Source: an optimization exercise on an open RTL-to-GDS flow (aim: small area). Production flows keep margins and buffers that such runs may drop.
Function was checked by simulation only, so behaviour that the tests miss may differ from the original.
Power is estimated from default activity; no workload was simulated.

## day_time
module day_time(Out, clk_1s, clk_5ms, up, down, clk, control, change, reset);
For scale: about 440 cells after synthesis, roughly 58 flip-flops, about 0.0031 mm^2 of cells after synthesis.
clock: 15.0 ns
lec_check: 0
abc_area: 1
cap_margin: 20
core_margin: 2
core_utilization: 60
cts_buf_list: sky130_fd_sc_hd__clkbuf_4
cts_cluster_diameter: 100
cts_cluster_size: 60
place_density: 0.8
slew_margin: 20
run.sh (not shown) runs the stock make flow with config.mk's settings and CLKGATE_MAP_FILE= SYNTH_SCRIPT=/design/flow/synth_recipe.tcl, a recipe that flattens the netlist after the stock synthesis.
Change:
--- a/flow/config.mk
+++ b/flow/config.mk
@@ -12,3 +12,3 @@
-export CTS_BUF_LIST = sky130_fd_sc_hd__clkbuf_4
-export CTS_CLUSTER_DIAMETER = 100
-export CTS_CLUSTER_SIZE = 60
+export CTS_BUF_LIST = sky130_fd_sc_hd__clkbuf_2 sky130_fd_sc_hd__clkbuf_4
+export CTS_CLUSTER_DIAMETER = 60
+export CTS_CLUSTER_SIZE = 20
After rerunning: The changed run ran to the end with no violations. Maximum frequency does not change. Wire length is unchanged. Cell area does not change. Core utilization is unchanged. Power is unchanged. Via count stays the same. Clock power hardly moves. Global-route usage is unchanged.
Change:
--- a/flow/config.mk
+++ b/flow/config.mk
@@ -11,5 +11 @@
-export CORE_UTILIZATION = 60
-export CTS_BUF_LIST = sky130_fd_sc_hd__clkbuf_2 sky130_fd_sc_hd__clkbuf_4
-export CTS_CLUSTER_DIAMETER = 60
-export CTS_CLUSTER_SIZE = 20
-export PLACE_DENSITY = 0.8
+export CORE_UTILIZATION = 40
- synthesized area stays the same
- maximum frequency came out lower by about 1.3%
- setup slack loses 0.075 ns
- die area came out higher by 47%
- register-to-register slack loses 0.11 ns
- routed wire length came out higher by about 5.3%
- first-iteration DRC count came out higher by 6.6%
- clock skew stays flat
- design area came out higher by about 4%
- sequential power is about the same

* * *

The RTL this note starts from:
==> flow/design.v <==
module divs(input clk, input reset, output reg clk_1s, output reg clk_5ms, output tick_1s, output tick_5ms, output ph_b);
reg [8:0] lf1;
reg [6:0] lf2;
wire term1 = &{lf1[7:5], lf1[3:0]};
wire term2 = &{lf2[6:4], lf2[2], lf2[0]};
wire clr1 = reset | term1;
wire clr2 = reset | term2;
always @(posedge clk) begin
	lf1 <= clr1 ? 9'b111111101 : {lf1[7:0], ~(lf1[8] ^ lf1[3])};
	lf2 <= clr2 ? 7'b0000101   : {lf2[5:0], ~(lf2[6] ^ lf2[0])};
	clk_1s  <= ~reset & (clk_1s ^ term1);
	clk_5ms <= ~reset & (clk_5ms ^ term2);
end
assign tick_1s  = term1 & ~clk_1s;
assign ph_b = clk_1s & (&{lf1[8:7], lf1[5:2], lf1[0]});
assign tick_5ms = term2 & ~clk_5ms;
endmodule
module tk(input clk, input reset, input tick_1s, input ph_b, input up, input down, input change,
  output reg [5:0] sec, output reg [5:0] min, output reg [4:0] hour, output reg [7:0] day, output reg [7:0] month);
wire b_min   = tick_1s & up   & ~change;
wire b_hour  = tick_1s & down & ~change;
wire b_day   = tick_1s & down &  change;
wire b_month = tick_1s & up   &  change;
wire c_sec  = ph_b & (sec == 6'd0);
wire e_min  = b_min | c_sec;
wire c_min  = c_sec & (min == 6'd59);
wire e_hour = b_hour | c_min;
wire c_hour = c_min & (hour == 5'd23);
wire e_day  = b_day | c_hour;
wire [5:0] sec_i = sec + tick_1s;
wire [5:0] min_i = min + e_min;
wire [4:0] hour_i = hour + e_hour;
wire [7:0] day_i = day + e_day;
wire m31 = (month == 8'd1) | (month == 8'd3) | (month == 8'd5) | (month == 8'd7) |
           (month == 8'd8) | (month == 8'd10) | (month == 8'd12);
wire m30 = (month == 8'd4) | (month == 8'd6) | (month == 8'd9) | (month == 8'd11);
wire roll = ph_b & (m31 ? (day_i == 8'd31) : m30 ? (day_i == 8'd30) : (day_i == 8'd28));
wire e_month = b_month | roll;
wire [7:0] month_i = month + e_month;
wire clr_sec = reset | (tick_1s & sec == 6'd59);
wire clr_min = reset | (e_min & min == 6'd59);
wire clr_hour = reset | (e_hour & hour == 5'd23);
wire clr_day = reset | (b_day & day == 8'd29) | roll;
wire clr_month = reset | (b_month & (month >= 8'd12)) | (roll & month == 8'd11);
always @(posedge clk) begin
	sec <= clr_sec ? 6'd0 : sec_i;
	min <= clr_min ? 6'd0 : min_i;
	hour <= clr_hour ? 5'd0 : hour_i;
	day <= clr_day ? 8'd0 : day_i;
	month <= clr_month ? 8'd0 : month_i;
end
endmodule
module disp(input clk, input reset, input tick_5ms, input change, input [5:0] sec, input [5:0] min, input [4:0] hour, input [7:0] day, input [7:0] month,
  output [6:0] Out, output [5:0] control);
reg [2:0] ds;
reg [3:0] oc;
wire [2:0] cnt = (ds == 3'd7) ? 3'd0 : ds;
wire [5:0] v = change ? (cnt[2] ? day[5:0] : cnt[1] ? month[5:0] : 6'd22)
                      : (cnt[2] ? {1'b0, hour} : cnt[1] ? min : sec);
wire [2:0] tens = (v >= 6'd50) ? 3'd5 : (v >= 6'd40) ? 3'd4 : (v >= 6'd30) ? 3'd3 :
                  (v >= 6'd20) ? 3'd2 : (v >= 6'd10) ? 3'd1 : 3'd0;
wire [3:0] units = v - tens * 4'd10;
wire [3:0] dig = cnt[0] ? {1'b0, tens} : units;
wire hold = (cnt == 3'd5) & tens[2];
always @(posedge clk) begin
	if (reset) begin
		ds <= 3'd7;
		oc <= 4'd15;
	end else if (tick_5ms) begin
		ds <= (cnt == 3'd5) ? 3'd0 : cnt + 3'd1;
		if (!hold) oc <= dig;
	end
end
assign control = (ds == 3'd1) ? 6'b100000 : (ds == 3'd2) ? 6'b010000 :
                 (ds == 3'd3) ? 6'b001000 : (ds == 3'd4) ? 6'b000100 :
                 (ds == 3'd5) ? 6'b000010 : (ds == 3'd0) ? 6'b000001 : 6'b000000;
assign Out = (oc == 4'd0) ? 7'b1000000 : (oc == 4'd1) ? 7'b1111001 :
             (oc == 4'd2) ? 7'b0100100 : (oc == 4'd3) ? 7'b0110000 :
             (oc == 4'd4) ? 7'b0011001 : (oc == 4'd5) ? 7'b0010010 :
             (oc == 4'd6) ? 7'b0000010 : (oc == 4'd7) ? 7'b1111000 :
             (oc == 4'd8) ? 7'b0000000 : (oc == 4'd15) ? 7'b1111111 : 7'b0010000;
endmodule
module day_time(Out, clk_1s, clk_5ms, up, down, clk, control, change, reset);
input clk, up, down, change, reset;
output [5:0] control; output [6:0] Out; output clk_1s, clk_5ms;
wire t1, t5, pb; wire [5:0] sec, min; wire [4:0] hour; wire [7:0] day, month;
divs u_d(.clk(clk), .reset(reset), .clk_1s(clk_1s), .clk_5ms(clk_5ms), .tick_1s(t1), .tick_5ms(t5), .ph_b(pb));
tk u_t(.clk(clk), .reset(reset), .tick_1s(t1), .ph_b(pb), .up(up), .down(down), .change(change), .sec(sec), .min(min), .hour(hour), .day(day), .month(month));
disp u_p(.clk(clk), .reset(reset), .tick_5ms(t5), .change(change), .sec(sec), .min(min), .hour(hour), .day(day), .month(month), .Out(Out), .control(control));
endmodule
clock: 15.0 ns
lec_check: 0
abc_area: 1
cap_margin: 20
core_margin: 2
core_utilization: 60
place_density: 0.8
slew_margin: 20
standard.sh (not shown) runs the stock make flow with config.mk's settings and CLKGATE_MAP_FILE= SYNTH_SCRIPT=/design/flow/synth_recipe.tcl, a recipe that flattens the netlist after the stock synthesis.
==> flow/flow/run.sh <==
#!/bin/bash
# Standard layout, with buf_1 port buffers and a clock tree without dummy loads.
set -euo pipefail
CTS="-sink_clustering_enable -repair_clock_nets -dont_use_dummy_load -buf_list sky130_fd_sc_hd__clkbuf_4 -sink_clustering_size 30 -sink_clustering_max_diameter 100"
for t in synth floorplan place cts route finish; do
  bash standard.sh "BUFFER_PORTS_ARGS=-buffer_cell sky130_fd_sc_hd__buf_1" "CTS_ARGS=$CTS" $t > log_$t.txt 2>&1
done
Next try:
==> flow/flow/run.sh (replaced) <==
#!/bin/bash
# Standard layout, with buf_1 port buffers and a clock tree without dummy loads.
set -euo pipefail
CTS="-sink_clustering_enable -repair_clock_nets -dont_use_dummy_load -buf_list sky130_fd_sc_hd__clkbuf_8 -root_buf sky130_fd_sc_hd__clkbuf_8 -sink_clustering_size 60 -sink_clustering_max_diameter 200"
for t in synth floorplan place cts route finish; do
  bash standard.sh "BUFFER_PORTS_ARGS=-buffer_cell sky130_fd_sc_hd__buf_1" "CTS_ARGS=$CTS" $t > log_$t.txt 2>&1
done
=> Synthesized area does not change; flip-flop and latch count stays the same; via count grows by 0.62%; clock skew shrinks by 0.0098 ns; non-clock buffer count is unchanged; clock power grows by 38%; maximum frequency shrinks by 2.0%; total power grows by 11%; design area grows by 1.7%.

separate check: timing with driven ports:
Ports are ideal in the flow. The routed layouts listed here were re-timed in OpenROAD.
Step 1: set_driving_cell puts a clkbuf_16 on clk and a buf_2 on each other input, an assumption about the parent block.
Step 2 also shifts input and output timing later by t, the mid clock arrival at the registers, as if the neighbouring blocks saw the same clock.
Three values: ideal ports, drivers, drivers and shift; two values: the first two.
run	t, ns	setup slack, ns	slew at the worst register clock pin (ns)	worst data-port slew with drivers (ns)
the first run of note 1	0.425	9.245 / 9.247 / 8.822	0.10 / 0.10	0.03
the second run of note 1	0.425	9.245 / 9.247 / 8.822	0.10 / 0.10	0.03
the third run of note 1	0.375	9.169 / 9.179 / 8.804	0.08 / 0.08	0.03
the first run of note 2	0.425	9.654 / 9.643 / 9.218	0.09 / 0.09	0.04
the second run of note 2	0.361	9.545 / 9.540 / 9.178	0.06 / 0.06	0.04
After both steps every run listed still meets setup and hold. For the first run of note 2, which loses most, drivers alone change the setup slack by -0.011 ns; drivers and shift together by -0.436 ns.
